This is an optimization exercise on Yosys and OpenROAD, whose aim is small area, a short achievable clock period and few clock cycles per item, not a production implementation.
Function was not checked in any run shown here: the RTL went through the layout flow alone.
Power and IR drop assume default switching activity.

### config.mk
export PLATFORM = sky130hd
export DESIGN_NAME = top_module
export DESIGN_NICKNAME = top_module
export VERILOG_FILES = /design/flow/design.v
export SDC_FILE = /design/flow/constraint.sdc
export NUM_CORES = 4
export LEC_CHECK = 0
export CAP_MARGIN = 20
export CORE_MARGIN = 2
export CORE_UTILIZATION = 40
export SLEW_MARGIN = 20
### constraint.sdc
create_clock -name core_clock -period 4.0 [get_ports {s_axi_clk}]
set_input_delay 0.8000 -clock core_clock [delete_from_list [all_inputs] [get_ports {s_axi_clk}]]
set_output_delay 0.8000 -clock core_clock [all_outputs]
set_load 0.01 [all_outputs]
### design.v
`timescale 1ns / 1ps
module s_axi_lite #(
    parameter S_AXI_DATA_WIDTH  = 32,
    parameter S_AXI_ADDR_WIDTH  = 32,
    parameter S_AXI_MEM_DEPTH   = 8
)
(
    input                               s_axi_clk,
    input                               s_axi_resetn,
    input                               s_axi_awvalid,
    input      [S_AXI_ADDR_WIDTH-1:0]   s_axi_awaddr,
    output                              s_axi_awready,
    input                               s_axi_wvalid,
    input      [S_AXI_DATA_WIDTH-1:0]   s_axi_wdata,
    input      [S_AXI_DATA_WIDTH/8-1:0] s_axi_wstrb,
    output                              s_axi_wready,
    input                               s_axi_bready,
    output      [1:0]                   s_axi_bresp,
    output                              s_axi_bvalid,
    input                               s_axi_arvalid,
    input      [S_AXI_ADDR_WIDTH-1:0]   s_axi_araddr,
    output                              s_axi_arready,
    input                               s_axi_rready,
    output     [S_AXI_DATA_WIDTH-1:0]   s_axi_rdata,
    output      [1:0]                   s_axi_rresp,
    output                              s_axi_rvalid
);
reg                        bvalid;
reg                        berr;
reg                        rvalid;
reg                        rerr;
reg [S_AXI_DATA_WIDTH-1:0] rdata;
reg [S_AXI_DATA_WIDTH-1:0] slv_mem [0:S_AXI_MEM_DEPTH-1];
integer i, j;
wire b_free  = ~bvalid | s_axi_bready;
wire r_free  = ~rvalid | s_axi_rready;
wire wr      = s_axi_awvalid & s_axi_wvalid & b_free;
wire rd      = s_axi_arvalid & r_free;
wire aw_err  = (s_axi_awaddr >> 2) >= S_AXI_MEM_DEPTH;
wire ar_err  = (s_axi_araddr >> 2) >= S_AXI_MEM_DEPTH;
wire [$clog2(S_AXI_MEM_DEPTH)-1:0] aw_idx = s_axi_awaddr[2 +: $clog2(S_AXI_MEM_DEPTH)];
wire [$clog2(S_AXI_MEM_DEPTH)-1:0] ar_idx = s_axi_araddr[2 +: $clog2(S_AXI_MEM_DEPTH)];
assign s_axi_awready = s_axi_wvalid  & b_free;
assign s_axi_wready  = s_axi_awvalid & b_free;
assign s_axi_bvalid  = bvalid;
assign s_axi_bresp   = {berr, 1'b0};
assign s_axi_arready = r_free;
assign s_axi_rvalid  = rvalid;
assign s_axi_rdata   = rdata;
assign s_axi_rresp   = {rerr, 1'b0};
always @(posedge s_axi_clk) begin
    if (!s_axi_resetn) begin
        bvalid <= 1'b0;
    end else if (wr) begin
        bvalid <= 1'b1;
        berr   <= aw_err;
    end else if (s_axi_bready) begin
        bvalid <= 1'b0;
    end
end
always @(posedge s_axi_clk) begin
    if (!s_axi_resetn) begin
        rvalid <= 1'b0;
    end else if (rd) begin
        rvalid <= 1'b1;
        rerr   <= ar_err;
        rdata  <= ar_err ? {S_AXI_DATA_WIDTH{1'b0}} : slv_mem[ar_idx];
    end else if (s_axi_rready) begin
        rvalid <= 1'b0;
    end
end
always @(posedge s_axi_clk) begin
    for (i = 0; i < S_AXI_MEM_DEPTH; i = i + 1)
        for (j = 0; j < S_AXI_DATA_WIDTH/8; j = j + 1)
            if (!s_axi_resetn)
                slv_mem[i][8*j +: 8] <= 8'd0;
            else if (wr && !aw_err && aw_idx == i && s_axi_wstrb[j])
                slv_mem[i][8*j +: 8] <= s_axi_wdata[8*j +: 8];
end
endmodule
`timescale 1ns / 1ps
module top_module#(
    parameter S_AXI_DATA_WIDTH  = 32,
    parameter S_AXI_ADDR_WIDTH  = 32,
    parameter S_AXI_MEM_DEPTH   = 8  
)(
    input                               s_axi_clk,
    input                               s_axi_resetn,
    input                               s_axi_awvalid,
    input      [S_AXI_ADDR_WIDTH-1:0]   s_axi_awaddr,
    output                              s_axi_awready,
    input                               s_axi_wvalid,
    input      [S_AXI_DATA_WIDTH-1:0]   s_axi_wdata,
    input      [S_AXI_DATA_WIDTH/8-1:0] s_axi_wstrb,
    output                              s_axi_wready,
    input                               s_axi_bready,
    output      [1:0]                   s_axi_bresp,
    output                              s_axi_bvalid,
    input                               s_axi_arvalid,
    input      [S_AXI_ADDR_WIDTH-1:0]   s_axi_araddr,
    output                              s_axi_arready,
    input                               s_axi_rready,
    output     [S_AXI_DATA_WIDTH-1:0]   s_axi_rdata,
    output      [1:0]                   s_axi_rresp,
    output                              s_axi_rvalid
    );
    s_axi_lite #(
    .S_AXI_ADDR_WIDTH(S_AXI_ADDR_WIDTH),
    .S_AXI_DATA_WIDTH(S_AXI_DATA_WIDTH),
    .S_AXI_MEM_DEPTH(S_AXI_MEM_DEPTH)
     )Slave(
    .s_axi_clk(s_axi_clk),
    .s_axi_resetn(s_axi_resetn),
    .s_axi_awvalid(s_axi_awvalid),
    .s_axi_awaddr(s_axi_awaddr),
    .s_axi_awready(s_axi_awready),
    .s_axi_wvalid(s_axi_wvalid),
    .s_axi_wdata(s_axi_wdata),
    .s_axi_wstrb(s_axi_wstrb),
    .s_axi_wready(s_axi_wready),
    .s_axi_bready(s_axi_bready),
    .s_axi_bvalid(s_axi_bvalid),
    .s_axi_bresp(s_axi_bresp),
    .s_axi_arvalid(s_axi_arvalid),
    .s_axi_arready(s_axi_arready),
    .s_axi_araddr(s_axi_araddr),
    .s_axi_rready(s_axi_rready),
    .s_axi_rvalid(s_axi_rvalid),
    .s_axi_rdata(s_axi_rdata),
    .s_axi_rresp(s_axi_rresp)
    );
endmodule
### run.sh
#!/bin/bash
# synth_recipe.tcl (not shown) runs the flow's synth.tcl, then flattens the netlist and writes it again
# the make line also repeats each setting of config.mk as NAME=value (left out here)
make -C /OpenROAD-flow-scripts/flow DESIGN_CONFIG=/design/flow/config.mk WORK_HOME=/design/flow/orfs CLKGATE_MAP_FILE= SYNTH_SCRIPT=/design/flow/synth_recipe.tcl finish
==> impl_metrics.env, run 1 <==
export IMPL_antenna_found_initial=0
export IMPL_wl_um=35330
export IMPL_layout_drive_gt1_share=0.1090
export IMPL_grt_busiest_layer="met2"
export IMPL_drc_errors=0
export IMPL_clock_latency_ps=560
export IMPL_post_cts_buffers=0
export IMPL_tritoncts="done"
export IMPL_grt_pass1_vias=9894
export IMPL_hold_viol_final=0
export IMPL_grt_pass1_wl_um=56020
export IMPL_finalClockSkew_ps=15.43
export IMPL_htreeDepth=1
export IMPL_gr_usage_met1=0.2665
export IMPL_required_ps=3200
export IMPL_relSlewSlack=0.3052
export IMPL_cap_violations=0
export IMPL_area_growth_pct=23.33
export IMPL_path_delay_family="buffers and inverters"
export IMPL_cts_sinks=292
export IMPL_power_density_nw_per_um2=391.8
export IMPL_min_period_ps=2869
export IMPL_hold_buffers=0
export IMPL_crit_start="s_axi_bready"
export IMPL_cts_made_buffers=31
export IMPL_port_buffers=141
export IMPL_clock_path_buffers=3
export IMPL_layout_common_cells="nand2_1 (306), mux2i_1 (303), dfxtp_1 (258)"
export IMPL_design_core_area_um2=32700
export IMPL_die_h_um=186.9
export IMPL_hold_class="reg -> reg"
export IMPL_syn_inst=1318
export IMPL_fin_util=0.5046
export IMPL_synthTopCellsByArea="dfxtp_1 (39%), mux2i_1 (23%), nand2_1 (8.6%)"
export IMPL_cp_arrival_ps=2070
export IMPL_outcome="no timing/DRC/antenna violations"
export IMPL_n_fill_cell=3021
export IMPL_cp_slowest_stage_delay_ps=550
export IMPL_rows=66
export IMPL_ys_warn_count=2
export IMPL_num_vias=9955
export IMPL_crit_type="in -> out"
export IMPL_grt_overflow=0
export IMPL_dieArea_um2=34930
export IMPL_fin_crit_sh=0.7171
export IMPL_regArea_um2=6186
export IMPL_ys_ff_latch=292
export IMPL_via_per_inst=5.163
export IMPL_crit_slowest_cell="clkdlybuf4s50_1"
export IMPL_r2r_start="Slave.bvalid"
export IMPL_syn_cell_area_um2=13380
export IMPL_cpMostUsedCell="clkdlybuf4s50_1"
export IMPL_gp_congestion=0.7611
export IMPL_hold_start="Slave.slv_mem[5][4]"
export IMPL_seq_area_frac_synth=0.4624
export IMPL_leakage_nw=5.816
export IMPL_nets=1568
export IMPL_clkTransAtPathRegs_ps=60
export IMPL_ctsRootBufferMaster="clkbuf_16"
export IMPL_grt_max_degree=132
export IMPL_avgSynthCellArea_um2=10.15
export IMPL_tightest_slew_ps=1037
export IMPL_startpoint_type="input pin"
export IMPL_antenna_cells=0
export IMPL_globalRouteMet3Util=0.02814
export IMPL_drv_slew=0
export IMPL_die_w_um=186.9
export IMPL_cp_end_kind="output pin"
export IMPL_final_common_cell="nand2_1"
export IMPL_crit_buf_inv=2
export IMPL_firstDrtPassIters=5
export IMPL_crit_chain="clkdlybuf4s50_1 > nand2b_1 > and2_1 > clkdlybuf4s50_1"
export IMPL_multiInputGateArea_um2=6674
export IMPL_cp_max_fo=4
export IMPL_dp_hpwl_um=21850
export IMPL_ys_types=38
export IMPL_synth_top_area_frac=0.3860
export IMPL_synth_top_area_cell="dfxtp_1"
export IMPL_fmax_mhz=348.6
export IMPL_track_usage=0.1993
export IMPL_fin_setup_tns_ps=0
export IMPL_io_pins=148
export IMPL_drtIter0Drc=731
export IMPL_ctsResizeCount=0
export IMPL_setup_viol=0
export IMPL_initial_core_util=0.4091
export IMPL_wire_per_inst_um=18.32
export IMPL_rsz0062_at_grt="false"
export IMPL_ant_nets=0
export IMPL_vdd_drop_max_mv=0.3380
export IMPL_grt_use_met2=0.3454
-- flip-flops by register name, indices dropped and copies added (netlist names) --
signal,cells
Slave.rvalid,1
Slave.rdata,32
Slave.rerr,1
Slave.berr,1
Slave.slv_mem,256
Slave.bvalid,1
-- final timing paths --
path,to,slack [ps],cells past startpoint
setup / recovery,s_axi_wready,1130,4
hold / removal,Slave.slv_mem[5][4],450,2
setup reg to reg,Slave.slv_mem[0][21],1830,6
hold reg to reg,Slave.slv_mem[5][4],450,2
-- cell type report --
type / instances / share of cell area
multi-input combinational: 905 / 0.4045
sequential: 292 / 0.3749
timing repair buffer: 197 / 0.1135
clock buffer: 39 / 0.05247
tap: 442 / 0.03352
clock inverter: 19 / 0.01342
inverter: 34 / 0.007734
-- kinds of logic (layout without fill, tap and decap cells) --
family                 after synthesis  after routing  synth area share
buffers and inverters              122            289           0.04077
and+or+nand+nor                    481            481            0.1914
AOI/OAI and AO/OA                  109            109           0.06163
DFF                                292            292            0.4624
other                                1              2         0.0002803
muxes                              313            313            0.2435
-- through the flow --
step / total power [W] / cell area, um^2 / std cells / worst slack (ps) / hold WS (ps)
6_report: 0.006465 / 16500 / 1928 / 1131 / 452.3
3_5_place_dp: 0.003488 / 15410 / 1870 / 597.4 / 443.4
5_1_grt: 0.006676 / 16500 / 1928 / 1048 / 469.1
4_1_cts: 0.006516 / 16500 / 1928 / 1117 / 456.7
2_1_floorplan: 0.003262 / 13380 / 1319 / 1336 / 431.5
3_3_place_gp: 0.003487 / 15410 / 1870 / 639.1 / 439.8
-- synth_stat cells (all sizes together) --
master / number
o22a: 7
a21boi: 2
nand2: 307
and2: 3
a21oi: 17
inv: 34
and3: 2
o21bai: 7
or3b: 1
nand4: 2
and4: 1
or3: 3
nor4: 44
dfxtp: 258
mux4: 10
mux2i: 303
edfxtp: 34
nand3: 16
a22oi: 7
nor2: 48
a221oi: 32
conb: 1
buf: 25
a211oi: 7
nand2b: 3
o2bb2ai: 15
clkbuf: 63
nor3: 26
o22ai: 15
nor2b: 25
-- routing by layer --
| layer | wire [um] | up-vias |
|---|---|---|
| met2 | 17000 | 192 |
| li1 | - | 4917 |
| met3 | 1353 | 40 |
| met1 | 16410 | 4806 |
| met5 | 0 | - |
| met4 | 572 | 0 |
-- report_power, final --
group	switching, W	internal (W)
registers	0.00000504	0.00298
clock network	0.00120	0.00185
logic	0.000257	0.000183
total	0.00146	0.00500
-- worst register-to-register path: stages (launching register included) --
cell and delay [ps]:
dfxtp_1 310, nand2b_1 100, or3b_4 680, buf_4 330
nor4_4 210, buf_4 270, mux2i_1 210
==> inputs of run 2 (changes only) <==
--- a/design.v
+++ b/design.v
@@ -71,2 +71,9 @@
 end
+wire [S_AXI_DATA_WIDTH-1:0] wd = s_axi_wdata & {S_AXI_DATA_WIDTH{s_axi_resetn}};
+reg  [S_AXI_DATA_WIDTH/8-1:0] ben [0:S_AXI_MEM_DEPTH-1];
+always @(*) begin
+    for (i = 0; i < S_AXI_MEM_DEPTH; i = i + 1)
+        for (j = 0; j < S_AXI_DATA_WIDTH/8; j = j + 1)
+            ben[i][j] = ~s_axi_resetn | (wr & ~aw_err & (aw_idx == i) & s_axi_wstrb[j]);
+end
 always @(posedge s_axi_clk) begin
@@ -74,6 +81,4 @@
         for (j = 0; j < S_AXI_DATA_WIDTH/8; j = j + 1)
-            if (!s_axi_resetn)
-                slv_mem[i][8*j +: 8] <= 8'd0;
-            else if (wr && !aw_err && aw_idx == i && s_axi_wstrb[j])
-                slv_mem[i][8*j +: 8] <= s_axi_wdata[8*j +: 8];
+            if (ben[i][j])
+                slv_mem[i][8*j +: 8] <= wd[8*j +: 8];
 end
==> impl_metrics.env, run 2 <==
export IMPL_reg_largest_list="Slave.slv_mem (256), Slave.rdata (32)"
export IMPL_synth_top_area_cell="edfxtp_1"
export IMPL_wl_um=25870
export IMPL_crit_chain="clkdlybuf4s50_1 > nand2b_1 > and2_1 > clkdlybuf4s50_1"
export IMPL_dp_hpwl_um=15940
export IMPL_fmax_mhz=347.1
export IMPL_initial_core_util=0.4035
export IMPL_nets=1058
export IMPL_fin_crit_sh=0.7202
export IMPL_io_pins=148
export IMPL_hold_viol_final=0
export IMPL_grt_overflow=0
export IMPL_cts_made_buffers=30
export IMPL_synthFlopType="edfxtp_1"
export IMPL_post_cts_buffers=0
export IMPL_cp_end_kind="output pin"
export IMPL_antenna_found_initial=1
export IMPL_ys_types=32
export IMPL_dieArea_um2=31060
export IMPL_grt_pass1_vias=7226
export IMPL_crit_type="in -> out"
export IMPL_port_buffers=141
export IMPL_seq_area_frac_synth=0.7373
export IMPL_cp_max_fo=4
export IMPL_via_per_inst=5.254
export IMPL_ctsRootBufferMaster="clkbuf_16"
export IMPL_area_growth_pct=24.91
export IMPL_design_area_um2=14820
export IMPL_tritoncts="done"
export IMPL_yosys_top_cells_count="edfxtp_1 (290), a221oi_1 (64), o21ai_0 (44), nand3_1 (37), clkbuf_1 (36)"
export IMPL_synthTopCellsByArea="edfxtp_1 (73%), a221oi_1 (4.7%), mux2i_1 (2.7%)"
export IMPL_hold_buffers=0
export IMPL_gp_congestion=0.7167
export IMPL_drtIter0Drc=494
export IMPL_tightest_slew_ps=856.2
export IMPL_synth_edf_count=290
export IMPL_track_usage=0.1668
export IMPL_design_core_area_um2=29400
export IMPL_cap_violations=0
export IMPL_fin_util=0.5041
export IMPL_top_register="Slave.slv_mem"
export IMPL_rows=63
export IMPL_ctsResizeCount=0
export IMPL_finalClockSkew_ps=16.16
export IMPL_startpoint_type="input pin"
export IMPL_synthArstFlopShare=0
export IMPL_clock_latency_ps=550
export IMPL_synth_most_common_cell="edfxtp_1"
export IMPL_largest_reg_flops=256
export IMPL_wire_per_inst_um=18.99
export IMPL_whs_ps=541.3
export IMPL_avgSynthCellArea_um2=14.91
export IMPL_die_h_um=176.2
export IMPL_vdd_drop_max_mv=0.2478
export IMPL_power_density_nw_per_um2=478.9
export IMPL_cts_sinks=292
export IMPL_clkTransAtPathRegs_ps=60
export IMPL_antenna_cells=0
export IMPL_rsz0062_at_grt="false"
export IMPL_drc_errors=0
export IMPL_leakage_nw=5.140
export IMPL_layout_drive_gt1_share=0.1039
export IMPL_clock_path_buffers=3
export IMPL_hold_class="reg -> reg"
export IMPL_crit_slowest_cell="clkdlybuf4s50_1"
export IMPL_required_ps=3200
export IMPL_relSlewSlack=0.4266
export IMPL_grt_pass1_wl_um=39900
export IMPL_syn_inst=796
export IMPL_cp_slowest_stage_delay_ps=540
export IMPL_num_vias=7156
export IMPL_fin_setup_tns_ps=0
export IMPL_htreeDepth=1
export IMPL_cpMostUsedCell="clkdlybuf4s50_1"
export IMPL_final_common_cell="edfxtp_1"
export IMPL_outcome="no timing/DRC/antenna violations"
export IMPL_die_w_um=176.2
export IMPL_syn_cell_area_um2=11870
export IMPL_synth_top_area_frac=0.7339
export IMPL_drv_slew=0
export IMPL_placed_cell_area_um2=13800
export IMPL_min_period_ps=2881
export IMPL_ys_ff_latch=292
export IMPL_ant_nets=0
export IMPL_cp_arrival_ps=2080
export IMPL_ys_warn_count=3
export IMPL_firstDrtPassIters=5
export IMPL_grt_max_degree=69
export IMPL_setup_viol=0
export IMPL_layout_common_cells="edfxtp_1 (290), clkdlybuf4s50_1 (137), a221oi_1 (64)"
## run 2: logic make-up after synthesis
family,count (synthesis),share of synthesized area
compound gates,162,0.09912
flops,292,0.7373
mux,32,0.02700
buf+inv,96,0.03585
other cells,1,0.0003161
simple gates,213,0.1004
## run 2: power by group
part           internal [W]  leakage (nW)  switching, W
sequential          0.00361          2.78     0.0000531
clock               0.00173         0.488       0.00113
combinational      0.000260          1.87      0.000308
total               0.00561          5.14       0.00149
## run 2: path summary, 6_finish.rpt
path | startpoint | to | slack, ps | cells after the start
max | s_axi_bready | s_axi_awready | 1120 | 4
min | Slave.rvalid | Slave.rvalid | 540 | 2
max reg2reg | Slave.bvalid | Slave.slv_mem[6][14] | 2010 | 5
min reg2reg | Slave.rvalid | Slave.rvalid | 540 | 2
## run 2: layout make-up
| type | instances | area [um^2] |
|---|---|---|
| Clock inverter | 17 | 225.2 |
| Clock buffer | 36 | 794.5 |
| Multi-Input combinational cell | 409 | 2701 |
| Sequential cell | 292 | 8748 |
| Fill cell | 2496 | 14580 |
| Tap cell | 390 | 488.0 |
| Timing Repair Buffer | 185 | 1739 |
| Inverter | 33 | 123.9 |
## run 2: worst max-delay path, delay by kind of cell
kind | cells | cell delay, ps
buf+inv | 2 | 990
simple gates | 2 | 290
## run 2: through the flow
step | cells | setup WS (ps) | power (W)
3_3_place_gp | 1309 | 726.8 | 0.004292
3_5_place_dp | 1309 | 695.1 | 0.004310
5_1_grt | 1362 | 1069 | 0.007339
6_report | 1362 | 1119 | 0.007098
4_1_cts | 1362 | 1110 | 0.007157
2_1_floorplan | 797 | 1298 | 0.004024
## run 2: routing by layer
layer,global-route usage,share of wire,vias to the layer above
met5,0,0.00050,-
met4,0.04959,0.022,2
met3,0.02842,0.070,41
met2,0.2873,0.48,217
met1,0.2172,0.42,3504
li1,-,-,3392
==> inputs of run 3 (changes only) <==
--- a/config.mk
+++ b/config.mk
@@ -10,2 +10,3 @@
 export CORE_UTILIZATION = 40
+export CTS_BUF_LIST = sky130_fd_sc_hd__clkbuf_4
 export SLEW_MARGIN = 20
==> impl_metrics.env, run 3 <==
export IMPL_outcome="no timing/DRC/antenna violations"
export IMPL_ys_types=32
export IMPL_power_density_nw_per_um2=445.1
export IMPL_seq_area_frac_synth=0.7373
export IMPL_avgSynthCellArea_um2=14.91
export IMPL_die_h_um=176.2
export IMPL_rows=63
export IMPL_dp_hpwl_um=15940
export IMPL_hold_class="reg -> reg"
export IMPL_cp_arrival_ps=2080
export IMPL_grt_max_degree=69
export IMPL_finalClockSkew_ps=41.80
export IMPL_place_ws_ps=695.1
export IMPL_nets=1101
export IMPL_cts_made_buffers=73
export IMPL_synthTopCellsByArea="edfxtp_1 (73%), a221oi_1 (4.7%), mux2i_1 (2.7%)"
export IMPL_layout_drive_gt1_share=0.1571
export IMPL_n_fill_cell=2574
export IMPL_startpoint_type="input pin"
export IMPL_fin_ws_ps=1117
export IMPL_area_growth_pct=23.58
export IMPL_relSlewSlack=0.4402
export IMPL_grt_overflow=0
export IMPL_synthFlopType="edfxtp_1"
export IMPL_whs_path_depth=2
export IMPL_gp_congestion=0.7167
export IMPL_initial_core_util=0.4035
export IMPL_whs_ps=542.2
export IMPL_placed_cell_area_um2=13800
export IMPL_die_w_um=176.2
export IMPL_wire_per_inst_um=18.21
export IMPL_cp_max_fo=4
export IMPL_reg2reg_depth=5
export IMPL_drtIter0Drc=387
export IMPL_fmax_mhz=346.9
export IMPL_yosys_top_cells_count="edfxtp_1 (290), a221oi_1 (64), o21ai_0 (44), nand3_1 (37), clkbuf_1 (36)"
export IMPL_via_per_inst=5.170
export IMPL_setup_viol=0
export IMPL_drc_errors=0
export IMPL_synth_top_area_cell="edfxtp_1"
export IMPL_ctsRootBufferMaster="clkbuf_4"
export IMPL_ctsResizeCount=0
export IMPL_num_vias=7419
export IMPL_crit_reg2reg_capture="Slave.slv_mem[6][15]"
export IMPL_leakage_nw=5.172
export IMPL_largest_reg_flops=256
export IMPL_tritoncts="done"
export IMPL_syn_inst=796
export IMPL_drv_slew=0
export IMPL_vdd_drop_max_mv=0.1540
export IMPL_fin_crit_sh=0.7207
export IMPL_min_period_ps=2883
export IMPL_cap_violations=0
export IMPL_synth_top_area_frac=0.7339
export IMPL_design_core_area_um2=29400
export IMPL_clock_latency_ps=650
export IMPL_synthArstFlopShare=0
export IMPL_wl_um=26130
export IMPL_cp_end_kind="output pin"
export IMPL_hold_start="Slave.rvalid"
export IMPL_cts_sinks=292
export IMPL_design_area_um2=14660
export IMPL_top_register="Slave.slv_mem"
export IMPL_crit_type="in -> out"
export IMPL_min_to="Slave.rvalid"
export IMPL_r2r_slack_ps=2000
export IMPL_hold_buffers=0
export IMPL_htreeDepth=3
export IMPL_port_buffers=141
export IMPL_syn_cell_area_um2=11870
export IMPL_io_pins=148
export IMPL_post_cts_buffers=0
export IMPL_fin_util=0.4987
export IMPL_track_usage=0.1712
export IMPL_tightest_slew_ps=835.9
export IMPL_layout_common_cells="edfxtp_1 (290), clkdlybuf4s50_1 (137), clkbuf_4 (103)"
export IMPL_antenna_found_initial=2
export IMPL_final_common_cell="edfxtp_1"
export IMPL_required_ps=3200
export IMPL_clkTransAtPathRegs_ps=70
export IMPL_ant_nets=0
export IMPL_fin_setup_tns_ps=0
export IMPL_r2r_start="Slave.bvalid"
export IMPL_clock_path_buffers=3
export IMPL_firstDrtPassIters=5
export IMPL_grt_pass1_wl_um=40340
export IMPL_synth_most_common_cell="edfxtp_1"
export IMPL_rsz0062_at_grt="false"
export IMPL_synth_edf_count=290
export IMPL_reg_largest_list="Slave.slv_mem (256), Slave.rdata (32)"
export IMPL_ys_ff_latch=292
export IMPL_ys_warn_count=3
export IMPL_grt_pass1_vias=7534
export IMPL_dieArea_um2=31060
export IMPL_hold_viol_final=0
[run 3: cell counts after synthesis]
No cell type changed its count.
[run 3: worst max-delay path, stage by stage]
cell	delay [ps]
clkdlybuf4s50_1	450
nand2b_1	140
and2_1	150
clkdlybuf4s50_1	540
[run 3: final cells by class]
type | instances | area, um^2 | area share
sequential | 292 | 8748 | 0.5966
tap | 390 | 488.0 | 0.03328
inverter | 33 | 123.9 | 0.008448
multi-input combinational | 409 | 2701 | 0.1842
clock inverter | 22 | 86.33 | 0.005888
antenna | 1 | 2.502 | 0.0001707
clock buffer | 103 | 773.2 | 0.05273
timing repair buffer | 185 | 1739 | 0.1186
[run 3: worst max path at each step]
stage                           startpoint              endpoint  slack, ps  cells after the start
final                         s_axi_bready         s_axi_awready       1120                      4
after CTS                     s_axi_bready         s_axi_awready       1110                      4
after detailed placement  s_axi_awaddr[15]  Slave.slv_mem[6][15]        700                      6
after global placement    s_axi_awaddr[15]  Slave.slv_mem[6][15]        730                      6
after global routing          s_axi_bready         s_axi_awready       1070                      4
after floorplan           s_axi_awaddr[24]  Slave.slv_mem[6][16]       1300                      4
[run 3: logic make-up (layout without fill, tap and decap cells)]
| group | Yosys count | after routing | share of synthesized area |
|---|---|---|---|
| buffers and inverters | 96 | 343 | 0.03585 |
| other | 1 | 3 | 0.0003161 |
| DFF | 292 | 292 | 0.7373 |
| muxes | 32 | 32 | 0.02700 |
| AOI/OAI and AO/OA | 162 | 162 | 0.09912 |
| and+or+nand+nor | 213 | 213 | 0.1004 |
[run 3: power breakdown]
part           internal, W  switching [W]  total [W]
Combinational     0.000260       0.000308   0.000567
Sequential         0.00361      0.0000533    0.00367
Clock              0.00119        0.00111    0.00229
[run 3: per-layer routing]
metal  vias to the layer above  global-route usage  part of all wire
li1                       3534                   -                 -
met1                      3591              0.2119              0.42
met2                       257              0.2894              0.49
met3                        35             0.04199             0.066
met4                         2             0.06818             0.020
met5                         -                   0           0.00038
[run 3: metrics by stage]
step / instances / power [W]
2_1_floorplan: 797 / 0.004024
3_3_place_gp: 1309 / 0.004292
3_5_place_dp: 1309 / 0.004310
4_1_cts: 1434 / 0.006615
5_1_grt: 1435 / 0.006835
6_report: 1435 / 0.006526
==> inputs of run 4 (changes only) <==
--- a/config.mk
+++ b/config.mk
@@ -10,3 +10,3 @@
 export CORE_UTILIZATION = 40
-export CTS_BUF_LIST = sky130_fd_sc_hd__clkbuf_4
+export SETUP_SLACK_MARGIN = 1.8
 export SLEW_MARGIN = 20
==> impl_metrics.env, run 4 <==
export IMPL_pwr_share_comb=0.088
export IMPL_crit_type="in -> reg"
export IMPL_cp_arrival_ps=2480
export IMPL_synth_top_area_frac=0.7339
export IMPL_firstDrtPassIters=4
export IMPL_crit_start="s_axi_awaddr[4]"
export IMPL_design_core_area_um2=29400
export IMPL_r2r_start="Slave.bvalid"
export IMPL_swShare=0.2119
export IMPL_multiInputGateArea_um2=3132
export IMPL_dp_hpwl_um=15480
export IMPL_synthTopCellsByArea="edfxtp_1 (73%), a221oi_1 (4.7%), mux2i_1 (2.7%)"
export IMPL_seq_area_frac_synth=0.7373
export IMPL_vdd_drop_max_mv=0.2650
export IMPL_layout_drive_gt1_share=0.1704
export IMPL_wire_per_inst_um=19.89
export IMPL_antenna_found_initial=1
export IMPL_rows=63
export IMPL_cp_max_fo=8
export IMPL_grt_pass1_vias=7275
export IMPL_via_per_inst=5.301
export IMPL_port_buffers=141
export IMPL_intPower_w=0.005753
export IMPL_leakage_nw=5.590
export IMPL_avgSynthCellArea_um2=14.91
export IMPL_hold_class="reg -> reg"
export IMPL_fin_crit_sh=0.5546
export IMPL_r2r_slack_ps=2270
export IMPL_switching_power_w=0.001547
export IMPL_synthArstFlopShare=0
export IMPL_syn_inst=796
export IMPL_htreeDepth=1
export IMPL_setup_viol=0
export IMPL_ctsRootBufferMaster="clkbuf_16"
export IMPL_drc_errors=0
export IMPL_cap_violations=0
export IMPL_hold_buffers=0
export IMPL_regArea_um2=8748
export IMPL_nets=1069
export IMPL_hold_viol_final=0
export IMPL_startpoint_type="input pin"
export IMPL_largest_reg_flops=256
export IMPL_io_pins=148
export IMPL_ys_ff_latch=292
export IMPL_final_common_cell="edfxtp_1"
export IMPL_gp_congestion=0.6898
export IMPL_num_vias=7294
export IMPL_dieArea_um2=31060
export IMPL_whs_path_depth=2
export IMPL_cts_made_buffers=30
export IMPL_die_h_um=176.2
export IMPL_ant_nets=0
export IMPL_die_w_um=176.2
export IMPL_area_growth_pct=33.00
export IMPL_layout_common_cells="edfxtp_1 (290), clkdlybuf4s50_1 (74), a221oi_1 (64)"
export IMPL_fin_setup_tns_ps=0
export IMPL_ys_warn_count=3
export IMPL_antenna_cells=0
export IMPL_ys_types=32
export IMPL_clock_latency_ps=560
export IMPL_initial_core_util=0.4035
export IMPL_fmax_mhz=450.8
export IMPL_yosys_top_cells_count="edfxtp_1 (290), a221oi_1 (64), o21ai_0 (44), nand3_1 (37), clkbuf_1 (36)"
export IMPL_synth_edf_count=290
export IMPL_clkTransAtPathRegs_ps=60
export IMPL_drtIter0Drc=488
export IMPL_track_usage=0.1766
export IMPL_required_ps=4260
export IMPL_cp_end_kind="flip-flop"
export IMPL_rsz0062_at_grt="true"
export IMPL_whs_ps=526.0
export IMPL_hold_start="Slave.bvalid"
export IMPL_synthFlopType="edfxtp_1"
export IMPL_clock_path_buffers=3
export IMPL_pwr_share_seq=0.503
export IMPL_tritoncts="done"
export IMPL_min_to="Slave.bvalid"
export IMPL_power_w=0.007299
export IMPL_synth_most_common_cell="edfxtp_1"
export IMPL_min_period_ps=2218
export IMPL_grt_max_degree=99
export IMPL_finalClockSkew_ps=17.76
export IMPL_power_density_nw_per_um2=462.6
export IMPL_top_register="Slave.slv_mem"
export IMPL_n_fill_cell=2356
export IMPL_grt_pass1_wl_um=41590
export IMPL_outcome="no timing/DRC/antenna violations"
export IMPL_clkPwrFrac=0.409
export IMPL_tightest_slew_ps=957.7
export IMPL_relSlewSlack=0.3615
export IMPL_wl_um=27360
export IMPL_cts_sinks=292
export IMPL_synth_top_area_cell="edfxtp_1"
export IMPL_reg_largest_list="Slave.slv_mem (256), Slave.rdata (32)"
export IMPL_syn_cell_area_um2=11870
export IMPL_reg2reg_depth=6
export IMPL_drv_slew=0
export IMPL_grt_overflow=0
export IMPL_crit_reg2reg_capture="Slave.slv_mem[2][8]"
## run 4: cell count changes in the layout (fill, tap and decap cells not counted), moves of 20 or more
cell	delta
o21ai_4	+32
dlygate4sd2_1	+52
buf_4	-25
clkdlybuf4s50_1	-63
clkbuf_16	+31
o21ai_1	-20
clkbuf_4	-103
buf_12	+32
## run 4: cell type report
type / instances / area share
repair buffers: 196 / 0.1399
well taps: 390 / 0.03092
clock inverters: 18 / 0.01380
inverters: 33 / 0.007850
flip-flops and latches: 292 / 0.5544
multi-input cells: 409 / 0.1985
clock buffers: 38 / 0.05463
## run 4: power by group through the flow
stage | Combinational [W] | Sequential (W) | Clock [W]
final | 0.000645 | 0.00367 | 0.00299
after global routing | 0.000701 | 0.00369 | 0.00313
after CTS | 0.000646 | 0.00367 | 0.00303
after detailed placement | 0.000578 | 0.00374 | 0
after global placement | 0.000571 | 0.00373 | 0
after floorplan | 0.000315 | 0.00373 | 0
## run 4: layer usage
layer,track usage,share of wire
met1,0.2330,0.44
met2,0.2992,0.49
met3,0.03165,0.054
met4,0.05303,0.020
met5,0,0.00044
## run 4: worst max-delay path, cell delays in order
cell and delay [ps]:
clkdlybuf4s50_1 730, nor2b_2 360, nand2_1 200, o21ai_4 210, buf_12 160
## run 4: cell families after synthesis
family                 synth area share
other                         0.0003161
muxes                           0.02700
DFF                              0.7373
buffers and inverters           0.03585
AOI/OAI and AO/OA               0.09912
and+or+nand+nor                  0.1004
## run 4: worst max-delay path by stage
| stage | end | slack (ps) |
|---|---|---|
| 2_1_floorplan | Slave.slv_mem[3][0] | 1530 |
| 3_3_place_gp | Slave.slv_mem[7][8] | 790 |
| 3_5_place_dp | Slave.slv_mem[7][9] | 800 |
| 4_1_cts | s_axi_wready | 1690 |
| 5_1_grt | Slave.slv_mem[2][11] | 1780 |
| 6_report | Slave.slv_mem[6][8] | 1780 |
## run 4: timing repair
item / in CTS / in global routing
pin swaps: 43 / 10
setup buffers: 36 / 1
setup endpoints to repair: 295 / 238
gates resized for setup: 102 / 15
hold endpoints to repair: 0 / 0
cloned: 1 / 0
## run 4: per-stage QoR
stage	std cells	instance area (um^2)	worst slack, ps	util
after floorplan	797	12160	1527	-
after global placement	1282	13880	791.0	0.4722
after detailed placement	1282	13880	799.8	0.4722
after CTS	1375	15720	1692	0.5347
after global routing	1376	15780	1779	0.5367
final	1376	15780	1782	0.5367
==> inputs of run 5 (changes only) <==
==> flow/run.sh (new file) <==
#!/bin/bash
set -euo pipefail
export BUFFER_PORTS_ARGS="-buffer_cell sky130_fd_sc_hd__buf_1"
bash standard.sh > standard.log 2>&1
==> standard.sh (new file) <==
#!/bin/bash
# synth_recipe.tcl (not shown) runs the flow's synth.tcl, then flattens the netlist and writes it again
# the make line also repeats each setting of config.mk as NAME=value (left out here)
make -C /OpenROAD-flow-scripts/flow DESIGN_CONFIG=/design/flow/config.mk WORK_HOME=/design/flow/orfs CLKGATE_MAP_FILE= SYNTH_SCRIPT=/design/flow/synth_recipe.tcl "${@:-finish}"
--- a/config.mk
+++ b/config.mk
@@ -10,3 +10,2 @@
 export CORE_UTILIZATION = 40
-export SETUP_SLACK_MARGIN = 1.8
 export SLEW_MARGIN = 20
removed: run.sh
==> impl_metrics.env, run 5 <==
export IMPL_ys_types=32
export IMPL_syn_inst=796
export IMPL_antenna_found_initial=3
export IMPL_antenna_cells=0
export IMPL_r2r_slack_ps=1930
export IMPL_synthFlopType="edfxtp_1"
export IMPL_synth_most_common_cell="edfxtp_1"
export IMPL_instances_no_fill=1360
export IMPL_ctsRootBufferMaster="clkbuf_16"
export IMPL_cp_arrival_ps=2710
export IMPL_reg_largest_list="Slave.slv_mem (256), Slave.rdata (32)"
export IMPL_gp_congestion=0.7439
export IMPL_rsz0062_at_grt="false"
export IMPL_relSlewSlack=0.3028
export IMPL_die_h_um=176.2
export IMPL_via_per_inst=5.173
export IMPL_tritoncts="done"
export IMPL_cts_sinks=292
export IMPL_die_w_um=176.2
export IMPL_cts_made_buffers=30
export IMPL_clkTransAtPathRegs_ps=60
export IMPL_fin_crit_sh=0.6131
export IMPL_area_growth_pct=16.60
export IMPL_dieArea_um2=31060
export IMPL_ys_warn_count=3
export IMPL_wire_per_inst_um=19.04
export IMPL_drv_slew=0
export IMPL_nets=1056
export IMPL_firstDrtPassIters=4
export IMPL_outcome="no timing/DRC/antenna violations"
export IMPL_leakage_nw=4.698
export IMPL_r2r_start="Slave.bvalid"
export IMPL_fmax_mhz=407.8
export IMPL_cp_end_kind="flip-flop"
export IMPL_crit_end="Slave.slv_mem[4][14]"
export IMPL_synthTopCellsByArea="edfxtp_1 (73%), a221oi_1 (4.7%), mux2i_1 (2.7%)"
export IMPL_finalClockSkew_ps=5.354
export IMPL_yosys_top_cells_count="edfxtp_1 (290), a221oi_1 (64), o21ai_0 (44), nand3_1 (37), clkbuf_1 (36)"
export IMPL_design_core_area_um2=29400
export IMPL_fin_ws_ps=1548
export IMPL_regArea_um2=8748
export IMPL_avgSynthCellArea_um2=14.91
export IMPL_top_register="Slave.slv_mem"
export IMPL_crit_reg2reg_capture="Slave.slv_mem[4][14]"
export IMPL_ant_nets=0
export IMPL_power_density_nw_per_um2=486.0
export IMPL_multiInputGateArea_um2=2701
export IMPL_hold_buffers=0
export IMPL_ys_ff_latch=292
export IMPL_seq_area_frac_synth=0.7373
export IMPL_n_fill_cell=2597
export IMPL_drc_errors=0
export IMPL_clock_latency_ps=540
export IMPL_dp_hpwl_um=15650
export IMPL_min_period_ps=2452
export IMPL_layout_drive_gt1_share=0.09691
export IMPL_post_cts_buffers=0
export IMPL_htreeDepth=1
export IMPL_grt_pass1_wl_um=39410
export IMPL_startpoint_type="input pin"
export IMPL_placed_cell_area_um2=12930
export IMPL_clock_path_buffers=3
export IMPL_drtIter0Drc=376
export IMPL_design_area_um2=13830
export IMPL_layout_common_cells="edfxtp_1 (290), buf_1 (137), a221oi_1 (64)"
export IMPL_cp_max_fo=16
export IMPL_wl_um=25890
export IMPL_grt_overflow=0
export IMPL_grt_pass1_vias=6928
export IMPL_syn_cell_area_um2=11870
export IMPL_synth_top_area_cell="edfxtp_1"
export IMPL_vdd_drop_max_mv=0.2765
export IMPL_initial_core_util=0.4035
export IMPL_final_common_cell="edfxtp_1"
export IMPL_num_vias=7035
export IMPL_largest_reg_flops=256
export IMPL_cap_violations=0
export IMPL_io_pins=148
export IMPL_tightest_slew_ps=1046
export IMPL_track_usage=0.1661
export IMPL_reg2reg_depth=5
export IMPL_hold_class="in -> reg"
export IMPL_placed_cells=1307
export IMPL_port_buffers=141
export IMPL_synth_top_area_frac=0.7339
export IMPL_crit_type="in -> reg"
export IMPL_setup_viol=0
export IMPL_crit_start="s_axi_awaddr[15]"
export IMPL_fin_setup_tns_ps=0
export IMPL_required_ps=4250
export IMPL_synthArstFlopShare=0
export IMPL_rows=63
export IMPL_synth_edf_count=290
export IMPL_place_ws_ps=975.0
export IMPL_hold_viol_final=0
export IMPL_ctsResizeCount=0
export IMPL_grt_max_degree=105
## run 5: cell count changes in the layout (fill, tap and decap cells not counted), moves of 6 or more
cell	change
buf_1	+137
clkdlybuf4s50_1	-74
dlygate4sd2_1	-52
buf_12	-32
o21ai_4	-32
buf_4	+21
o21ai_1	+20
o21ai_0	+12
buf_6	-7
clkbuf_8	-6
## run 5: worst min-delay path by stage
stage / cells past startpoint / slack [ps] / endpoint / start
global route: 3 / 520 / Slave.rvalid / s_axi_arvalid
detailed placement: 2 / 540 / Slave.rvalid / Slave.rvalid
finish: 3 / 500 / Slave.rvalid / s_axi_arvalid
floorplan: 2 / 550 / Slave.bvalid / Slave.bvalid
CTS: 3 / 490 / Slave.rvalid / s_axi_arvalid
global placement: 2 / 510 / Slave.rvalid / Slave.rvalid
## run 5: logic make-up (layout without fill, tap and decap cells)
kind of cell    after synthesis  in the layout  synth area share
buf+inv                      96            269           0.03585
compound gates              162            162           0.09912
other cells                   1              2         0.0003161
simple gates                213            213            0.1004
flops                       292            292            0.7373
mux                          32             32           0.02700
## run 5: report_power, final
group / switching [W] / internal (W) / leakage (nW)
Sequential: 0.0000552 / 0.00362 / 2.78
Clock: 0.00111 / 0.00147 / 0.435
Combinational: 0.000306 / 0.000174 / 1.48
## run 5: per-layer routing
layer  wire (um)  global-route usage  up-vias
li1            -                   -     3400
met1       11180              0.2181     3375
met2       12690              0.2855      210
met3        1434             0.02993       44
met4         551             0.04373        6
met5          39                   0        -
## run 5: per-stage QoR
stage                       util  power, W  hold WS, ps
after floorplan                -  0.004024        546.4
after global placement    0.4397  0.004206        514.5
after detailed placement  0.4397  0.004225        536.2
after CTS                 0.4705  0.006779        485.0
after global routing      0.4705  0.006967        520.7
final                     0.4705  0.006724        496.9
## run 5: critical path: stages
cell and delay [ps]:
buf_1 90, nor4_1 350, and4_1 380, nand4_4 290
o21ai_1 550, buf_4 250
## run 5: layout make-up
cell class                      count  area share
Sequential cell                   292      0.6324
Multi-Input combinational cell    409      0.1953
Inverter                           33    0.008954
Clock buffer                       36     0.05743
Timing Repair Buffer              183     0.06268
Clock inverter                     17    0.008049
Tap cell                          390     0.03527
==> inputs of run 6 (changes only) <==
==> flow/run.sh (replaced) <==
#!/bin/bash
set -euo pipefail
export BUFFER_PORTS_ARGS="-buffer_cell sky130_fd_sc_hd__buf_1"
export CTS_ARGS="-sink_clustering_enable -repair_clock_nets -sink_clustering_size 20 -sink_clustering_max_diameter 60 -buf_list sky130_fd_sc_hd__clkbuf_8 -dont_use_dummy_load"
bash standard.sh > standard.log 2>&1
--- a/config.mk
+++ b/config.mk
@@ -10,2 +10,3 @@
 export CORE_UTILIZATION = 40
+export SETUP_SLACK_MARGIN = 2.2
 export SLEW_MARGIN = 20
==> impl_metrics.env, run 6 <==
export IMPL_layout_drive_gt1_share=0.2781
export IMPL_area_growth_pct=28.32
export IMPL_cap_violations=0
export IMPL_fin_crit_sh=0.5138
export IMPL_cp_end_kind="flip-flop"
export IMPL_crit_type="in -> reg"
export IMPL_dp_hpwl_um=15330
export IMPL_wl_um=31050
export IMPL_seq_area_frac_synth=0.7373
export IMPL_die_h_um=176.2
export IMPL_finalClockSkew_ps=54.52
export IMPL_cp_max_fo=8
export IMPL_intPower_w=0.004448
export IMPL_grt_overflow=0
export IMPL_clkPwrFrac=0.250
export IMPL_swShare=0.2375
export IMPL_hold_buffers=0
export IMPL_placed_cell_area_um2=13390
export IMPL_ant_nets=0
export IMPL_final_common_cell="edfxtp_1"
export IMPL_cp_arrival_ps=2340
export IMPL_layout_common_cells="edfxtp_1 (290), buf_1 (103), nand3_1 (37)"
export IMPL_drv_slew=0
export IMPL_pwr_share_comb=0.121
export IMPL_synthArstFlopShare=0
export IMPL_rows=63
export IMPL_gp_congestion=0.6970
export IMPL_crit_slowest_cell="or4_4"
export IMPL_grt_pass1_vias=7271
export IMPL_grt_max_degree=129
export IMPL_hold_viol_final=0
export IMPL_firstDrtPassIters=5
export IMPL_clock_path_buffers=3
export IMPL_required_ps=4290
export IMPL_syn_cell_area_um2=11870
export IMPL_antenna_found_initial=1
export IMPL_fmax_mhz=486.6
export IMPL_leakage_nw=5.206
export IMPL_clkTransAtPathRegs_ps=100
export IMPL_tritoncts="done"
export IMPL_cts_made_buffers=24
export IMPL_avgSynthCellArea_um2=14.91
export IMPL_synthTopCellsByArea="edfxtp_1 (73%), a221oi_1 (4.7%), mux2i_1 (2.7%)"
export IMPL_synth_top_area_cell="edfxtp_1"
export IMPL_design_core_area_um2=29400
export IMPL_reg_largest_list="Slave.slv_mem (256), Slave.rdata (32)"
export IMPL_setup_viol=0
export IMPL_clock_latency_ps=580
export IMPL_switching_power_w=0.001386
export IMPL_ys_types=32
export IMPL_tightest_slew_ps=577.2
export IMPL_n_fill_cell=2384
export IMPL_rsz0062_at_grt="true"
export IMPL_synthFlopType="edfxtp_1"
export IMPL_dieArea_um2=31060
export IMPL_startpoint_type="input pin"
export IMPL_design_area_um2=15230
export IMPL_pwr_share_seq=0.629
export IMPL_ys_ff_latch=292
export IMPL_yosys_top_cells_count="edfxtp_1 (290), a221oi_1 (64), o21ai_0 (44), nand3_1 (37), clkbuf_1 (36)"
export IMPL_path_delay_family="simple AND/OR/NAND/NOR gates"
export IMPL_cts_sinks=292
export IMPL_top_register="Slave.slv_mem"
export IMPL_track_usage=0.1850
export IMPL_num_vias=7537
export IMPL_drc_errors=0
export IMPL_io_pins=148
export IMPL_drtIter0Drc=586
export IMPL_synth_top_area_frac=0.7339
export IMPL_min_period_ps=2055
export IMPL_nets=1087
export IMPL_htreeDepth=1
export IMPL_synth_most_common_cell="edfxtp_1"
export IMPL_wire_per_inst_um=22.68
export IMPL_cp_slowest_stage_delay_ps=560
export IMPL_crit_buf_inv=3
export IMPL_power_density_nw_per_um2=383.1
export IMPL_synth_edf_count=290
export IMPL_relSlewSlack=0.6098
export IMPL_vdd_drop_max_mv=0.2201
export IMPL_largest_reg_flops=256
export IMPL_crit_chain="buf_1 > or4_4 > nor2_8 > nand4_4 > clkbuf_16 > o21ai_4 > buf_12"
export IMPL_hold_class="in -> reg"
export IMPL_port_buffers=141
export IMPL_power_w=0.005834
export IMPL_syn_inst=796
export IMPL_via_per_inst=5.505
export IMPL_ctsRootBufferMaster="clkbuf_8"
export IMPL_grt_pass1_wl_um=43390
export IMPL_fin_setup_tns_ps=0
export IMPL_fin_util=0.5179
export IMPL_outcome="no timing/DRC/antenna violations"
export IMPL_ys_warn_count=3
export IMPL_die_w_um=176.2
export IMPL_initial_core_util=0.4035
-- run 6: path summary, 6_finish.rpt --
check / start / endpoint / slack (ps) / cells past startpoint
worst max-delay path: s_axi_awaddr[24] / Slave.slv_mem[5][25] / 1940 / 7
worst min-delay path: s_axi_arvalid / Slave.rvalid / 460 / 3
worst max register to register: Slave.bvalid / Slave.slv_mem[5][25] / 2100 / 8
worst min register to register: Slave.slv_mem[0][30] / Slave.rdata[30] / 620 / 2
-- run 6: power by group through the flow --
stage               logic, W  registers, W  clock network, W
floorplan           0.000375       0.00373                 0
global placement    0.000534       0.00373                 0
detailed placement  0.000542       0.00374                 0
CTS                 0.000676       0.00367           0.00148
global route        0.000755       0.00369           0.00159
finish              0.000705       0.00367           0.00146
-- run 6: tightest hold or removal path: stages --
cell      delay, ps
buf_1            90
inv_1            50
a21boi_0         70
-- run 6: area by class of cell --
cell class / instances / area, um^2 / area share
clock buffer: 24 / 330.3 / 0.02169
tap: 390 / 488.0 / 0.03205
inverter: 33 / 123.9 / 0.008135
antenna: 1 / 2.502 / 0.0001644
multi-input combinational: 409 / 3561 / 0.2339
timing repair buffer: 220 / 1967 / 0.1292
sequential: 292 / 8753 / 0.5749
-- run 6: cells by family (layout without fill, tap and decap cells) --
group	after synthesis	in the layout	synth area share
flops	292	292	0.7373
compound gates	162	162	0.09912
other cells	1	3	0.0003161
simple gates	213	213	0.1004
buf+inv	96	277	0.03585
mux	32	32	0.02700
-- run 6: repair_timing --
item                       in CTS  in global routing
buffers inserted               49                  7
gates resized for setup        45                 57
cloned                          6                  8
pin swaps                      35                 20
setup endpoints to repair     327                306
-- run 6: per-layer routing --
metal	vias up	share of wire	global-route usage
li1	3432	-	-
met1	3780	0.43	0.2530
met2	272	0.49	0.3087
met3	53	0.060	0.02649
met4	0	0.025	0.05475
met5	-	0	0
-- run 6: stage by stage --
stage | hold slack, ps | setup slack, ps | instances
final | 460.5 | 1945 | 1369
after global routing | 474.9 | 1906 | 1368
after CTS | 430.6 | 1941 | 1353
after detailed placement | 533.0 | 721.2 | 1274
after global placement | 517.4 | 770.5 | 1274
after floorplan | 542.4 | 1527 | 797
==> inputs of run 7 (changes only) <==
--- a/config.mk
+++ b/config.mk
@@ -10,3 +10,3 @@
 export CORE_UTILIZATION = 40
-export SETUP_SLACK_MARGIN = 2.2
+export SETUP_SLACK_MARGIN = 1.8
 export SLEW_MARGIN = 20
==> impl_metrics.env, run 7 <==
export IMPL_outcome="no timing/DRC/antenna violations"
export IMPL_crit_chain="buf_1 > nand2b_1 > and2_1 > buf_1"
export IMPL_reg2reg_depth=5
export IMPL_fin_util=0.4642
export IMPL_whs_ps=469.6
export IMPL_reg_largest_list="Slave.slv_mem (256), Slave.rdata (32)"
export IMPL_hold_viol_final=0
export IMPL_rows=63
export IMPL_hold_class="in -> reg"
export IMPL_gp_congestion=0.6936
export IMPL_firstDrtPassIters=5
export IMPL_clock_latency_ps=550
export IMPL_design_core_area_um2=29400
export IMPL_relSlewSlack=0.4025
export IMPL_vdd_drop_max_mv=0.2640
export IMPL_top_register="Slave.slv_mem"
export IMPL_dieArea_um2=31060
export IMPL_ys_warn_count=3
export IMPL_setup_viol=0
export IMPL_drtIter0Drc=469
export IMPL_synth_edf_count=290
export IMPL_dp_hpwl_um=15220
export IMPL_crit_buf_inv=2
export IMPL_antenna_found_initial=6
export IMPL_grt_pass1_vias=6807
export IMPL_fmax_mhz=468.3
export IMPL_track_usage=0.1668
export IMPL_synthTopCellsByArea="edfxtp_1 (73%), a221oi_1 (4.7%), mux2i_1 (2.7%)"
export IMPL_area_growth_pct=15.03
export IMPL_cp_max_fo=4
export IMPL_fin_crit_sh=0.5339
export IMPL_tightest_slew_ps=896.2
export IMPL_ant_nets=0
export IMPL_leakage_nw=4.490
export IMPL_drc_errors=0
export IMPL_tritoncts="done"
export IMPL_required_ps=3200
export IMPL_fin_setup_tns_ps=0
export IMPL_cts_sinks=292
export IMPL_power_w=0.005569
export IMPL_die_w_um=176.2
export IMPL_clkTransAtPathRegs_ps=110
export IMPL_hold_buffers=0
export IMPL_whs_path_depth=3
export IMPL_synthFlopType="edfxtp_1"
export IMPL_grt_overflow=0
export IMPL_num_vias=7039
export IMPL_synthArstFlopShare=0
export IMPL_path_delay_family="simple AND/OR/NAND/NOR gates"
export IMPL_nets=1035
export IMPL_cp_arrival_ps=1340
export IMPL_n_fill_cell=2568
export IMPL_syn_inst=796
export IMPL_initial_core_util=0.4035
export IMPL_seq_area_frac_synth=0.7373
export IMPL_synth_top_area_frac=0.7339
export IMPL_final_common_cell="edfxtp_1"
export IMPL_port_buffers=141
export IMPL_startpoint_type="input pin"
export IMPL_power_density_nw_per_um2=408.0
export IMPL_cp_slowest_stage_delay_ps=170
export IMPL_htreeDepth=1
export IMPL_wire_per_inst_um=19.90
export IMPL_wl_um=26220
export IMPL_path_depth=4
export IMPL_rsz0062_at_grt="false"
export IMPL_avgSynthCellArea_um2=14.91
export IMPL_syn_cell_area_um2=11870
export IMPL_synth_top_area_cell="edfxtp_1"
export IMPL_layout_common_cells="edfxtp_1 (290), buf_1 (137), a221oi_1 (64)"
export IMPL_synth_most_common_cell="edfxtp_1"
export IMPL_layout_drive_gt1_share=0.1026
export IMPL_yosys_top_cells_count="edfxtp_1 (290), a221oi_1 (64), o21ai_0 (44), nand3_1 (37), clkbuf_1 (36)"
export IMPL_clock_path_buffers=3
export IMPL_min_period_ps=2136
export IMPL_ys_ff_latch=292
export IMPL_grt_max_degree=121
export IMPL_cts_made_buffers=22
export IMPL_ys_types=32
export IMPL_ctsRootBufferMaster="clkbuf_8"
export IMPL_crit_slowest_cell="nand2b_1"
export IMPL_die_h_um=176.2
export IMPL_cap_violations=0
export IMPL_cpMostUsedCell="buf_1"
export IMPL_crit_type="in -> out"
export IMPL_drv_slew=0
export IMPL_finalClockSkew_ps=47.56
export IMPL_largest_reg_flops=256
export IMPL_grt_pass1_wl_um=39500
export IMPL_via_per_inst=5.341
export IMPL_cp_end_kind="output pin"
export IMPL_io_pins=148
run 7: kinds of logic after synthesis:
logic type             Yosys count  share of synthesized area
flip-flops                     292                     0.7373
other                            1                  0.0003161
buffers and inverters           96                    0.03585
AO/OA/AOI/OAI                  162                    0.09912
AND/OR/NAND/NOR                213                     0.1004
multiplexers                    32                    0.02700
run 7: final cells by class:
type                    instances  area [um^2]  share of cell area
well taps                     390        488.0             0.03575
inverters                      33        123.9            0.009076
repair buffers                170        913.4             0.06692
flip-flops and latches        292         8748              0.6410
multi-input cells             409         3067              0.2247
clock buffers                  22        302.8             0.02219
diodes                          2        5.005           0.0003667
run 7: worst reg2reg max path, cell delays in order, from the launching register on:
cell	delay (ps)
dfxtp_1	330
nand2b_1	110
and2b_1	270
nand4_4	130
buf_12	200
o21ai_4	420
run 7: timing repair:
item                       in CTS  in global routing
buffers inserted               14                  0
setup endpoints to repair     256                 13
gates resized for setup        12                  4
pin swaps                      14                  0
cloned                          0                  1
run 7: through the flow:
stage / worst slack [ps] / area [um^2] / cells
final: 1864 / 13650 / 1318
after global routing: 1830 / 13650 / 1317
after CTS: 1817 / 13600 / 1315
after detailed placement: 826.0 / 13000 / 1279
after global placement: 846.1 / 13000 / 1279
after floorplan: 1527 / 12160 / 797
run 7: worst paths after layout:
path,slack (ps),from,endpoint
max,1860,s_axi_bready,s_axi_wready
min,470,s_axi_arvalid,Slave.rvalid
max reg2reg,2180,Slave.bvalid,Slave.slv_mem[0][25]
min reg2reg,540,Slave.rvalid,Slave.rvalid
run 7: where the power goes:
group	internal (W)	total, W	switching, W
clock	0.000495	0.00139	0.000896
sequential	0.00361	0.00366	0.0000526
combinational	0.000189	0.000516	0.000327
run 7: metal layers:
layer,up-vias,share of wire,GRT usage
met1,3463,0.43,0.2307
met2,205,0.49,0.2745
met4,6,0.020,0.04098
met3,43,0.067,0.03036
met5,-,0.0013,0
li1,3322,-,-
==> inputs of run 8 (changes only) <==
--- a/config.mk
+++ b/config.mk
@@ -7,2 +7,3 @@
 export LEC_CHECK = 0
+export ABC_AREA = 1
 export CAP_MARGIN = 20
==> impl_metrics.env, run 8 <==
export IMPL_outcome="no timing/DRC/antenna violations"
export IMPL_clock_path_buffers=3
export IMPL_wire_per_inst_um=16.98
export IMPL_num_vias=8050
export IMPL_setup_viol=0
export IMPL_final_common_cell="edfxtp_1"
export IMPL_die_w_um=181.0
export IMPL_port_buffers=141
export IMPL_cts_made_buffers=22
export IMPL_crit_chain="buf_1 > inv_1 > nor2_1 > clkbuf_2"
export IMPL_ctsRootBufferMaster="clkbuf_8"
export IMPL_design_core_area_um2=30750
export IMPL_cp_max_fo=4
export IMPL_fmax_mhz=461.7
export IMPL_area_growth_pct=10.34
export IMPL_synth_compound_area_frac=0.02876
export IMPL_fin_crit_sh=0.5415
export IMPL_cp_slowest_stage_delay_ps=240
export IMPL_synth_xor_area_frac=0
export IMPL_layout_drive_gt1_share=0.09385
export IMPL_synth_top_area_frac=0.6950
export IMPL_synth_simple_area_share=0.1965
export IMPL_via_per_inst=4.826
export IMPL_hold_viol_final=0
export IMPL_synth_top_family_by_area="simple AND/OR/NAND/NOR gates"
export IMPL_cp_arrival_ps=1370
export IMPL_drv_slew=0
export IMPL_antenna_found_initial=5
export IMPL_min_period_ps=2166
export IMPL_initial_core_util=0.4075
export IMPL_regArea_um2=8750
export IMPL_synthTopCellsByArea="edfxtp_1 (70%), nand2_1 (8.0%), inv_1 (5.2%)"
export IMPL_nets=1377
export IMPL_fin_util=0.4496
export IMPL_power_density_nw_per_um2=399.0
export IMPL_ys_warn_count=3
export IMPL_grt_max_degree=65
export IMPL_relSlewSlack=0.3595
export IMPL_cp_end_kind="output pin"
export IMPL_vdd_drop_max_mv=0.2499
export IMPL_clock_latency_ps=550
export IMPL_leakage_nw=5.441
export IMPL_synthFlopType="edfxtp_1"
export IMPL_largest_reg_flops=256
export IMPL_path_depth=4
export IMPL_hold_buffers=0
export IMPL_hold_class="in -> reg"
export IMPL_crit_buf_inv=3
export IMPL_reg_largest_list="Slave.slv_mem (256), Slave.rdata (32)"
export IMPL_synth_top_area_cell="edfxtp_1"
export IMPL_grt_overflow=0
export IMPL_r2r_slack_ps=1960
export IMPL_yosys_top_cells_count="edfxtp_1 (290), nand2_1 (266), inv_1 (172), nor2_1 (102), nand3_1 (67)"
export IMPL_rows=64
export IMPL_ant_nets=0
export IMPL_required_ps=3200
export IMPL_finalClockSkew_ps=65.44
export IMPL_cap_violations=0
export IMPL_io_pins=148
export IMPL_synth_mux_area_frac=0
export IMPL_dp_hpwl_um=17680
export IMPL_rsz0062_at_grt="true"
export IMPL_dieArea_um2=32760
export IMPL_grt_pass1_vias=7788
export IMPL_syn_inst=1140
export IMPL_seq_area_frac_synth=0.6982
export IMPL_syn_cell_area_um2=12530
export IMPL_synthArstFlopShare=0
export IMPL_drc_errors=0
export IMPL_reg2reg_depth=6
export IMPL_gp_congestion=0.7395
export IMPL_n_fill_cell=2914
export IMPL_synthAdderAreaFrac=0
export IMPL_htreeDepth=1
export IMPL_firstDrtPassIters=5
export IMPL_wl_um=28320
export IMPL_avgSynthCellArea_um2=10.99
export IMPL_crit_slowest_cell="inv_1"
export IMPL_whs_path_depth=3
export IMPL_fin_setup_tns_ps=0
export IMPL_fin_ws_ps=1834
export IMPL_top_register="Slave.slv_mem"
export IMPL_startpoint_type="input pin"
export IMPL_die_h_um=181.0
export IMPL_drtIter0Drc=603
export IMPL_synth_most_common_cell="edfxtp_1"
export IMPL_crit_type="in -> out"
export IMPL_grt_pass1_wl_um=43550
export IMPL_clkTransAtPathRegs_ps=120
export IMPL_track_usage=0.1731
export IMPL_cts_sinks=292
export IMPL_path_delay_family="buffers and inverters"
export IMPL_multiInputGateArea_um2=2898
export IMPL_layout_common_cells="edfxtp_1 (290), nand2_1 (265), inv_1 (171)"
export IMPL_place_ws_ps=1062
export IMPL_tritoncts="done"
export IMPL_ys_ff_latch=292
export IMPL_synth_edf_count=290
export IMPL_tightest_slew_ps=957.6
export IMPL_ys_types=28
-- run 8: through the flow --
step	area [um^2]	total power, W	cells	hold slack, ps
floorplan	12550	0.004029	1141	623.6
global placement	13440	0.004195	1638	613.8
detailed placement	13440	0.004212	1638	612.2
CTS	13760	0.005557	1661	534.8
global route	13820	0.005740	1666	561.9
finish	13820	0.005516	1668	560.3
-- run 8: logic make-up after synthesis --
group / Yosys count
buffers and inverters: 232
other: 1
AND/OR/NAND/NOR: 551
AO/OA/AOI/OAI: 64
flip-flops: 292
-- run 8: layout make-up --
cell class,instances,area share
flip-flops and latches,292,0.6329
multi-input cells,618,0.2096
repair buffers,162,0.05177
inverters,174,0.04724
well taps,396,0.03584
clock buffers,22,0.02190
diodes,4,0.0007240
-- run 8: final timing paths --
kind,end,start
hold / removal,Slave.rvalid,s_axi_arvalid
setup / recovery,s_axi_awready,s_axi_wvalid
setup reg to reg,Slave.slv_mem[4][24],Slave.bvalid
hold reg to reg,Slave.rvalid,Slave.rvalid
-- run 8: worst register-to-register path: stages, from the launching register on --
cell and delay [ps]:
dfxtp_2 340, inv_1 80, nor2_4 60, buf_4 150
nor3_4 510, nand4_1 160, nand2_1 350
-- run 8: per-layer routing --
metal | GRT usage | share of wire
met1 | 0.2249 | 0.43
met2 | 0.2955 | 0.47
met3 | 0.03326 | 0.069
met4 | 0.05171 | 0.025
met5 | 0 | 0.00046
-- run 8: timing repair --
action / 4_1_cts / 5_1_grt
resized for setup: 3 / 6
setup endpoints to repair: 188 / 132
buffers inserted: 0 / 3
pin swaps: 0 / 2
gates cloned: 1 / 0
-- run 8: report_power, final --
part	internal (W)	leakage [nW]	switching [W]
clock	0.000495	0.158	0.000878
combinational	0.000135	2.51	0.000345
sequential	0.00361	2.77	0.0000507
==> inputs of run 9 (changes only) <==
--- a/config.mk
+++ b/config.mk
@@ -7,3 +7,2 @@
 export LEC_CHECK = 0
-export ABC_AREA = 1
 export CAP_MARGIN = 20
@@ -11,3 +10,3 @@
 export CORE_UTILIZATION = 40
-export SETUP_SLACK_MARGIN = 1.8
+export SETUP_SLACK_MARGIN = 2.0
 export SLEW_MARGIN = 20
==> impl_metrics.env, run 9 <==
export IMPL_path_delay_family="simple AND/OR/NAND/NOR gates"
export IMPL_htreeDepth=1
export IMPL_antenna_found_initial=1
export IMPL_synth_top_area_frac=0.7339
export IMPL_power_density_nw_per_um2=396.6
export IMPL_drv_slew=0
export IMPL_fin_setup_tns_ps=0
export IMPL_reg_largest_list="Slave.slv_mem (256), Slave.rdata (32)"
export IMPL_vdd_drop_max_mv=0.1978
export IMPL_tightest_slew_ps=569.7
export IMPL_finalClockSkew_ps=44.94
export IMPL_via_per_inst=5.236
export IMPL_dieArea_um2=31060
export IMPL_startpoint_type="input pin"
export IMPL_drtIter0Drc=394
export IMPL_synthArstFlopShare=0
export IMPL_fmax_mhz=478.8
export IMPL_seq_area_frac_synth=0.7373
export IMPL_cap_violations=0
export IMPL_syn_cell_area_um2=11870
export IMPL_tritoncts="done"
export IMPL_relSlewSlack=0.6202
export IMPL_port_buffers=141
export IMPL_layout_drive_gt1_share=0.1761
export IMPL_setup_viol=0
export IMPL_cts_sinks=292
export IMPL_die_h_um=176.2
export IMPL_largest_reg_flops=256
export IMPL_power_w=0.005718
export IMPL_yosys_top_cells_count="edfxtp_1 (290), a221oi_1 (64), o21ai_0 (44), nand3_1 (37), clkbuf_1 (36)"
export IMPL_ys_ff_latch=292
export IMPL_fin_crit_sh=0.5222
export IMPL_crit_buf_inv=3
export IMPL_synthTopCellsByArea="edfxtp_1 (73%), a221oi_1 (4.7%), mux2i_1 (2.7%)"
export IMPL_clkTransAtPathRegs_ps=100
export IMPL_required_ps=4250
export IMPL_design_core_area_um2=29400
export IMPL_wire_per_inst_um=19.32
export IMPL_final_common_cell="edfxtp_1"
export IMPL_crit_slowest_cell="or4_4"
export IMPL_r2r_slack_ps=2160
export IMPL_area_growth_pct=21.53
export IMPL_fin_util=0.4904
export IMPL_clock_path_buffers=3
export IMPL_gp_congestion=0.7463
export IMPL_hold_viol_final=0
export IMPL_grt_max_degree=67
export IMPL_synth_edf_count=290
export IMPL_outcome="no timing/DRC/antenna violations"
export IMPL_rows=63
export IMPL_nets=1080
export IMPL_synth_top_area_cell="edfxtp_1"
export IMPL_grt_pass1_vias=7072
export IMPL_rsz0062_at_grt="true"
export IMPL_track_usage=0.1672
export IMPL_die_w_um=176.2
export IMPL_dp_hpwl_um=14940
export IMPL_io_pins=148
export IMPL_crit_chain="buf_1 > or4_4 > nor2_8 > nand4_4 > buf_12 > o21ai_4 > buf_6"
export IMPL_cp_max_fo=8
export IMPL_ant_nets=0
export IMPL_crit_type="in -> reg"
export IMPL_placed_cell_area_um2=13110
export IMPL_cp_end_kind="flip-flop"
export IMPL_design_area_um2=14420
export IMPL_ys_warn_count=3
export IMPL_min_period_ps=2089
export IMPL_ys_types=32
export IMPL_hold_class="in -> reg"
export IMPL_top_register="Slave.slv_mem"
export IMPL_initial_core_util=0.4035
export IMPL_layout_common_cells="edfxtp_1 (290), buf_1 (134), a221oi_1 (44)"
export IMPL_cp_slowest_stage_delay_ps=560
export IMPL_avgSynthCellArea_um2=14.91
export IMPL_syn_inst=796
export IMPL_synthFlopType="edfxtp_1"
export IMPL_grt_overflow=0
export IMPL_wl_um=26320
export IMPL_whs_ps=464.1
export IMPL_ctsRootBufferMaster="clkbuf_8"
export IMPL_firstDrtPassIters=4
export IMPL_leakage_nw=4.872
export IMPL_cts_made_buffers=25
export IMPL_grt_pass1_wl_um=39820
export IMPL_cp_arrival_ps=2340
export IMPL_clock_latency_ps=570
export IMPL_synth_most_common_cell="edfxtp_1"
export IMPL_drc_errors=0
export IMPL_num_vias=7131
-- run 9: layout make-up --
cell class / instances / area [um^2]
Fill cell: 2510 / 14980
Sequential cell: 292 / 8751
Multi-Input combinational cell: 409 / 3218
Timing Repair Buffer: 212 / 1493
Tap cell: 390 / 488.0
Clock buffer: 25 / 344.1
Inverter: 33 / 123.9
Antenna cell: 1 / 2.502
-- run 9: final timing paths --
kind                     from                   to  cells after the start
max          s_axi_awaddr[24]  Slave.slv_mem[1][9]                      7
min reg2reg      Slave.rvalid         Slave.rvalid                      2
max reg2reg      Slave.bvalid  Slave.slv_mem[1][9]                      7
min             s_axi_arvalid         Slave.rvalid                      3
-- run 9: metrics by stage --
step	worst slack, ps	cells
2_1_floorplan	1527	797
3_3_place_gp	844.6	1277
3_5_place_dp	791.5	1277
4_1_cts	1886	1357
5_1_grt	1886	1361
6_report	1911	1362
-- run 9: where the power goes --
group | internal [W] | switching [W]
registers | 0.00361 | 0.0000530
logic | 0.000248 | 0.000348
clock network | 0.000558 | 0.000901
total | 0.00442 | 0.00130
-- run 9: cell families after synthesis --
logic type,share of synthesized area
AO/OA/AOI/OAI,0.09912
buffers and inverters,0.03585
flip-flops,0.7373
multiplexers,0.02700
other,0.0003161
AND/OR/NAND/NOR,0.1004
-- run 9: per-layer routing --
metal	routed length, um	vias up	track usage
met2	13050	205	0.2941
met4	527	0	0.04132
li1	-	3425	-
met1	11250	3467	0.2173
met3	1490	34	0.02627
met5	0	-	0
-- run 9: tightest hold or removal path: stages --
cell and delay, ps:
buf_1 80, inv_1 50, a21boi_0 60
-- run 9: what timing repair did --
item | in CTS | in global routing
gates cloned | 0 | 2
resized for setup | 20 | 22
buffers inserted | 55 | 2
endpoints found under the setup margin | 311 | 75
hold buffers | 0 | 0
pin swaps | 32 | 10
hold endpoints to repair | 0 | 0

[afterwards: timing with drivers on the ports]
Ports are ideal in the flow. The routed layouts listed here were re-timed in OpenROAD.
Step 1 sets driving cells, clkbuf_16 on the clock port and buf_2 on the other inputs (assumed; they add their load-dependent delay and slew).
Step 2 moves the port delays by t, midway between the first and last clock arrival at a register: inputs arrive t later, outputs are due t later. That takes back most of the time a late clock gives input paths.
Three values: ideal, step 1, step 2; two values: the first two.
run	t, ns	slack for setup (ns)	worst setup path after step 2
run 1	0.604	1.131 / 1.093 / 0.617	input to register
run 2	0.587	1.119 / 1.096 / 0.737	input to register
run 3	0.679	1.117 / 1.095 / 0.725	input to register
run 4	0.598	1.782 / 1.807 / 1.209	input to register
run 5	0.587	1.548 / 1.573 / 0.987	input to register
run 6	0.603	1.945 / 1.913 / 1.365	input to register
run 7	0.573	1.864 / 1.845 / 1.311	input to register
run 8	0.567	1.834 / 1.814 / 1.332	input to register
run 9	0.595	1.911 / 1.911 / 1.340	input to register
After both steps setup and hold are still met in every run listed. For run 6, which loses most, drivers alone change the setup slack by -0.032 ns; drivers and shift together by -0.580 ns.
